Context: an optimization exercise on an open-source flow, tuned for small area, a short achievable clock period and few clock cycles. The choices shown serve that exercise and are no tape-out recipe. The RTL was checked by simulation tests, not by an equivalence proof against the original design. Power and IR drop assume default switching activity.

==> flow/design.v (excerpt) <==
module VSCPU (clk, rst, data_fromRAM, wrEn, addr_toRAM, data_toRAM);
Size: roughly 2,000 cells after synthesis, about 16,000 um2 of cells after synthesis.
==> module VSCPU, before the edit <==
module VSCPU (clk, rst, data_fromRAM, wrEn, addr_toRAM, data_toRAM);
input clk, rst;
input [31:0] data_fromRAM;
output wrEn;
output [13:0] addr_toRAM;
output [31:0] data_toRAM;
localparam [2:0] OP_ADD = 3'd0, OP_NAND = 3'd1, OP_SRL = 3'd2, OP_LT = 3'd3,
                 OP_CP = 3'd4, OP_MUL = 3'd5, OP_BZJ = 3'd6, OP_CPI = 3'd7;
localparam [3:0] S_START = 4'd0, S_RB = 4'd1, S_W1 = 4'd2, S_EX = 4'd3,
                 S_BZ1 = 4'd4, S_BZ2 = 4'd5, S_WAITF = 4'd6, S_MUL = 4'd7,
                 S_RST = 4'd8, S_SRL = 4'd9;
reg [3:0]  st;
reg [13:0] PC;
reg [31:0] IW;        
reg [31:0] R1;        
reg [31:0] D;         
reg [13:0] AO;        
reg        WE;
reg [13:0] lwa;       
reg        lwv;
reg        conflict;  
reg        latchR1;
reg        xselD;
reg        mlast;
reg        bprev;     
assign wrEn = WE & ~rst;
assign addr_toRAM = AO;
assign data_toRAM = D;
wire [2:0]  d_op = data_fromRAM[31:29];
wire        d_im = data_fromRAM[28];
wire [13:0] d_A  = data_fromRAM[27:14];
wire [13:0] d_B  = data_fromRAM[13:0];
wire        hitA = lwv & (d_A == lwa);
wire        hitB = lwv & (d_B == lwa);
wire [13:0] PC1  = PC + 14'd1;
wire        d_cp = (d_op == OP_CP);
wire        d_readB = ~d_im & ~hitB & ~d_cp;
wire        d_readX = d_cp ? (~d_im & ~hitB) : (d_readB | ~hitA);
wire [2:0]  op = IW[31:29];
wire        mul = (st == S_MUL);
wire [31:0] X = xselD ? D : data_fromRAM;
wire [31:0] Y = R1;
wire        is_lt = (op == OP_LT);
wire        b_one = R1[0] ^ bprev;
wire        b_two = (R1[1] & ~R1[0] & ~bprev) | (~R1[1] & R1[0] & bprev);
wire        b_neg = R1[1] & ~(R1[0] & bprev);
wire [31:0] b_sel = b_two ? {IW[30:0], 1'b0} : (b_one ? IW : 32'd0);
wire [31:0] Qb = mul ? b_sel : R1;
wire        inv = mul ? b_neg : is_lt;
wire [31:0] Q = inv ? ~Qb : Qb;
wire        cin = mul ? b_neg : (is_lt | IW[13]);
wire [32:0] sum = {1'b0, X} + {1'b0, Q} + {32'd0, cin};
reg  [31:0] res;
always @* begin
    case (op)
        OP_ADD:  res = sum[31:0];
        OP_NAND: res = ~(X & Y);
        OP_SRL:  res = (Y[31:5] != 27'd0) ? 32'd0 : X;    
        OP_LT:   res = {31'd0, ~sum[32]};
        OP_CP:   res = IW[28] ? Y : X;
        OP_MUL:  res = 32'd0;
        default: res = Y;
    endcase
end
wire [13:0] waddr = (op == OP_CPI) ? X[13:0] : IW[27:14];
function [1:0] mclass(input [31:0] v);
    if (v[31:7] == 25'd0 || v[31:7] == {25{1'b1}}) mclass = 2'd0;
    else if (v[31:15] == 17'd0 || v[31:15] == {17{1'b1}}) mclass = 2'd1;
    else if (v[31:23] == 9'd0 || v[31:23] == {9{1'b1}}) mclass = 2'd2;
    else mclass = 2'd3;
endfunction
wire       swap = mclass(X) < mclass(Y);
wire       lastX = (X[31:1] == 31'd0) | (X[31:1] == {31{1'b1}});
wire       lastY = (Y[31:1] == 31'd0) | (Y[31:1] == {31{1'b1}});
wire [31:0] mstep = sum[31:0];
wire        mnext_last = (R1[31:3] == 29'd0) | (R1[31:3] == {29{1'b1}});
wire [13:0] d_tgt = d_im ? (PC + d_B) : d_A;
wire bz_pred = 0;
always @(posedge clk) begin
    WE <= 1'b0;
    case (st)
    S_START: begin
        if (conflict) begin
            AO <= PC;
            conflict <= 1'b0;
            st <= S_WAITF;
        end else begin
            IW <= data_fromRAM;
            if (d_op == OP_BZJ) begin
                R1[13:0] <= d_tgt;
                if (hitB) begin
                    AO <= (D == 32'd0) ? d_tgt : PC1;
                    PC <= (D == 32'd0) ? d_tgt : PC1;
                    st <= S_WAITF;
                end else begin
                    AO <= d_B;
                    st <= S_BZ1;
                end
            end else begin
                R1 <= d_im ? {18'd0, d_B} : D;
                xselD <= ~d_readX;
                latchR1 <= d_readB;
                if (d_readB) begin
                    AO <= d_B;
                    st <= S_RB;
                end else if (d_readX) begin
                    AO <= d_cp ? d_B : d_A;
                    st <= S_W1;
                end else begin
                    if (d_op != OP_MUL) begin
                        AO <= PC1;
                        PC <= PC1;
                    end
                    st <= S_EX;
                end
            end
        end
    end
    S_RB: begin
        AO <= IW[27:14];
        st <= S_W1;
    end
    S_W1: begin
        if (latchR1) R1 <= data_fromRAM;
        if (op != OP_MUL) begin
            AO <= PC1;
            PC <= PC1;
        end
        st <= S_EX;
    end
    S_EX: begin
        if (op == OP_MUL) begin
            IW <= swap ? Y : X;
            R1 <= swap ? X : Y;
            D <= res;
            xselD <= 1'b1;
            bprev <= 1'b0;
            lwa <= IW[27:14];
            lwv <= 1'b0;
            mlast <= swap ? lastX : lastY;
            if (swap ? lastX : lastY) begin
                AO <= PC1;
                PC <= PC1;
            end
            st <= S_MUL;
        end else if (op == OP_SRL && Y[31:5] == 27'd0 && Y[4:0] != 5'd0) begin
            D <= X;
            lwa <= IW[27:14];
            lwv <= 1'b0;
            mlast <= (Y[4:0] == 5'd1);
            if (Y[4:0] == 5'd1) AO <= PC;
            st <= S_SRL;
        end else begin
            D <= res;
            AO <= waddr;
            WE <= 1'b1;
            lwa <= waddr;
            lwv <= 1'b1;
            conflict <= (waddr == PC);
            st <= S_START;
        end
    end
    S_MUL: begin
        D <= mstep;
        IW <= IW << 2;
        R1 <= {R1[31], R1[31], R1[31:2]};
        bprev <= R1[1];
        if (mlast) begin
            AO <= lwa;
            WE <= 1'b1;
            lwv <= 1'b1;
            conflict <= (lwa == PC);
            st <= S_START;
        end else if (mnext_last) begin
            AO <= PC1;
            PC <= PC1;
            mlast <= 1'b1;
        end
    end
    S_SRL: begin
        D <= {1'b0, D[31:1]};
        R1[4:0] <= R1[4:0] - 5'd1;
        if (mlast) begin
            AO <= lwa;
            WE <= 1'b1;
            lwv <= 1'b1;
            conflict <= (lwa == PC);
            st <= S_START;
        end else if (R1[4:0] == 5'd2) begin
            AO <= PC;
            mlast <= 1'b1;
        end
    end
    S_BZ1: begin
        AO <= bz_pred ? R1[13:0] : PC1;
        PC <= bz_pred ? R1[13:0] : PC1;
        if (bz_pred) R1[13:0] <= PC1;
        st <= S_BZ2;
    end
    S_BZ2: begin
        if ((data_fromRAM == 32'd0) == bz_pred) begin
            st <= S_START;
        end else begin
            AO <= R1[13:0];
            PC <= R1[13:0];
            st <= S_WAITF;
        end
    end
    S_RST: begin
        AO <= 14'd0;
        PC <= 14'd0;
        lwv <= 1'b0;
        conflict <= 1'b0;
        st <= S_WAITF;
    end
    default: begin  
        st <= S_START;
    end
    endcase
    if (rst) begin
        st <= S_RST;
        WE <= 1'b0;
    end
end
endmodule
clock: 14.0 ns
lec_check: 0
cap_margin: 20
core_margin: 2
core_utilization: 40
cts_buf_list: sky130_fd_sc_hd__clkbuf_8
cts_cluster_diameter: 80
cts_cluster_size: 20
setup_slack_margin: 0.3
slew_margin: 20
standard.sh (not shown) runs the stock make flow with config.mk's settings and CLKGATE_MAP_FILE= SYNTH_SCRIPT=/design/flow/synth_recipe.tcl, a recipe that flattens the netlist after the stock synthesis.
==> flow/flow/run.sh <==
#!/bin/bash
set -euo pipefail
bash standard.sh synth > synth.log 2>&1
bash standard.sh SETUP_SLACK_MARGIN=8 "BUFFER_PORTS_ARGS=-buffer_cell sky130_fd_sc_hd__buf_2" finish > layout.log 2>&1
Testbench counts at the start, summed over its fixed seeds: cycles 214,860.
Next try:
--- a/flow/design.v
+++ b/flow/design.v
@@ -14,7 +14,7 @@
 reg [31:0] IW;        
 reg [31:0] R1;        
 reg [31:0] D;         
-reg [13:0] AO;        
+reg [1:0]  asel;      
 reg        WE;
 reg [13:0] lwa;       
 reg        lwv;
@@ -24,7 +24,9 @@
 reg        mlast;
 reg        bprev;     
 assign wrEn = WE & ~rst;
-assign addr_toRAM = AO;
+localparam [1:0] A_PC = 2'd0, A_B = 2'd1, A_A = 2'd2, A_LW = 2'd3;
+assign addr_toRAM = (asel == A_B) ? IW[13:0] : (asel == A_A) ? IW[27:14] :
+                    (asel == A_LW) ? lwa : PC;
 assign data_toRAM = D;
 wire [2:0]  d_op = data_fromRAM[31:29];
 wire        d_im = data_fromRAM[28];
@@ -75,13 +77,13 @@
 wire [31:0] mstep = sum[31:0];
 wire        mnext_last = (R1[31:3] == 29'd0) | (R1[31:3] == {29{1'b1}});
 wire [13:0] d_tgt = d_im ? (PC + d_B) : d_A;
-wire bz_pred = 0;
+reg         bz_pred;   
 always @(posedge clk) begin
     WE <= 1'b0;
     case (st)
     S_START: begin
         if (conflict) begin
-            AO <= PC;
+            asel <= A_PC;
             conflict <= 1'b0;
             st <= S_WAITF;
         end else begin
@@ -89,11 +91,11 @@
             if (d_op == OP_BZJ) begin
                 R1[13:0] <= d_tgt;
                 if (hitB) begin
-                    AO <= (D == 32'd0) ? d_tgt : PC1;
+                    asel <= A_PC;
                     PC <= (D == 32'd0) ? d_tgt : PC1;
                     st <= S_WAITF;
                 end else begin
-                    AO <= d_B;
+                    asel <= A_B;
                     st <= S_BZ1;
                 end
             end else begin
@@ -101,14 +103,14 @@
                 xselD <= ~d_readX;
                 latchR1 <= d_readB;
                 if (d_readB) begin
-                    AO <= d_B;
+                    asel <= A_B;
                     st <= S_RB;
                 end else if (d_readX) begin
-                    AO <= d_cp ? d_B : d_A;
+                    asel <= d_cp ? A_B : A_A;
                     st <= S_W1;
                 end else begin
                     if (d_op != OP_MUL) begin
-                        AO <= PC1;
+                        asel <= A_PC;
                         PC <= PC1;
                     end
                     st <= S_EX;
@@ -117,13 +119,13 @@
         end
     end
     S_RB: begin
-        AO <= IW[27:14];
+        asel <= A_A;
         st <= S_W1;
     end
     S_W1: begin
         if (latchR1) R1 <= data_fromRAM;
         if (op != OP_MUL) begin
-            AO <= PC1;
+            asel <= A_PC;
             PC <= PC1;
         end
         st <= S_EX;
@@ -139,7 +141,7 @@
             lwv <= 1'b0;
             mlast <= swap ? lastX : lastY;
             if (swap ? lastX : lastY) begin
-                AO <= PC1;
+                asel <= A_PC;
                 PC <= PC1;
             end
             st <= S_MUL;
@@ -147,12 +149,12 @@
             D <= X;
             lwa <= IW[27:14];
             lwv <= 1'b0;
-            mlast <= (Y[4:0] == 5'd1);
-            if (Y[4:0] == 5'd1) AO <= PC;
+            mlast <= (Y[4:0] == 5'd1 || Y[4:0] == 5'd4);
+            if (Y[4:0] == 5'd1 || Y[4:0] == 5'd4) asel <= A_PC;
             st <= S_SRL;
         end else begin
             D <= res;
-            AO <= waddr;
+            asel <= A_LW;
             WE <= 1'b1;
             lwa <= waddr;
             lwv <= 1'b1;
@@ -166,48 +168,55 @@
         R1 <= {R1[31], R1[31], R1[31:2]};
         bprev <= R1[1];
         if (mlast) begin
-            AO <= lwa;
+            asel <= A_LW;
             WE <= 1'b1;
             lwv <= 1'b1;
             conflict <= (lwa == PC);
             st <= S_START;
         end else if (mnext_last) begin
-            AO <= PC1;
+            asel <= A_PC;
             PC <= PC1;
             mlast <= 1'b1;
         end
     end
     S_SRL: begin
-        D <= {1'b0, D[31:1]};
-        R1[4:0] <= R1[4:0] - 5'd1;
+        if (R1[4:2] != 3'd0) begin
+            D <= {4'd0, D[31:4]};
+            R1[4:0] <= R1[4:0] - 5'd4;
+        end else begin
+            D <= {1'b0, D[31:1]};
+            R1[4:0] <= R1[4:0] - 5'd1;
+        end
         if (mlast) begin
-            AO <= lwa;
+            asel <= A_LW;
             WE <= 1'b1;
             lwv <= 1'b1;
             conflict <= (lwa == PC);
             st <= S_START;
-        end else if (R1[4:0] == 5'd2) begin
-            AO <= PC;
+        end else if (R1[4:0] == 5'd2 || R1[4:0] == 5'd5 || R1[4:0] == 5'd8) begin
+            asel <= A_PC;
             mlast <= 1'b1;
         end
     end
     S_BZ1: begin
-        AO <= bz_pred ? R1[13:0] : PC1;
+        asel <= A_PC;
         PC <= bz_pred ? R1[13:0] : PC1;
         if (bz_pred) R1[13:0] <= PC1;
         st <= S_BZ2;
     end
     S_BZ2: begin
+        bz_pred <= (data_fromRAM == 32'd0);
         if ((data_fromRAM == 32'd0) == bz_pred) begin
             st <= S_START;
         end else begin
-            AO <= R1[13:0];
+            asel <= A_PC;
             PC <= R1[13:0];
             st <= S_WAITF;
         end
     end
     S_RST: begin
-        AO <= 14'd0;
+        bz_pred <= 1'b0;
+        asel <= A_PC;
         PC <= 14'd0;
         lwv <= 1'b0;
         conflict <= 1'b0;
The changed run completed without violations.
Global-route usage decreases by 4.8 points.
Wire length drops by 16%.
Worst setup slack improves by 24 ps.
Synthesized cell count decreases by 8.2%.
Sequential cell count falls by 11.
Register-to-register slack gains 40 ps.
Power shrinks by about 19%.
Clock-buffer cell count is unchanged.
Die area went down by about 3.7%.
Maximum frequency rose by about 0.4%.
Testbench counts after the change, summed over its fixed seeds: cycles 210,153.

==> re-timing with driven ports <==
How much do the figures lean on ideal ports? The routed layouts below were timed once more, with nothing changed but the port constraints.
Step 1, drivers: a clkbuf_16 drives clk and a buf_2 each remaining input, both assumed.
Step 2 times the ports against the registers' clock, not the clock port: input delays grow and output delays shrink by t, the midpoint of the rising clock arrivals with the driver on.
a / b / c = no drivers / after step 1 / after step 2; a / b = the first two.
| run | t (ns) | slack for setup (ns) | clock arrival spread, ns |
|---|---|---|---|
| the first run | 0.579 | 8.037 / 8.025 / 7.481 | 0.024 / 0.024 |
| the second run | 0.553 | 8.061 / 8.026 / 7.643 | 0.024 / 0.024 |
After both steps every run listed still meets setup and hold. The setup slack of the first run, which loses most, moves by -0.012 ns with the drivers and by -0.556 ns with both steps.
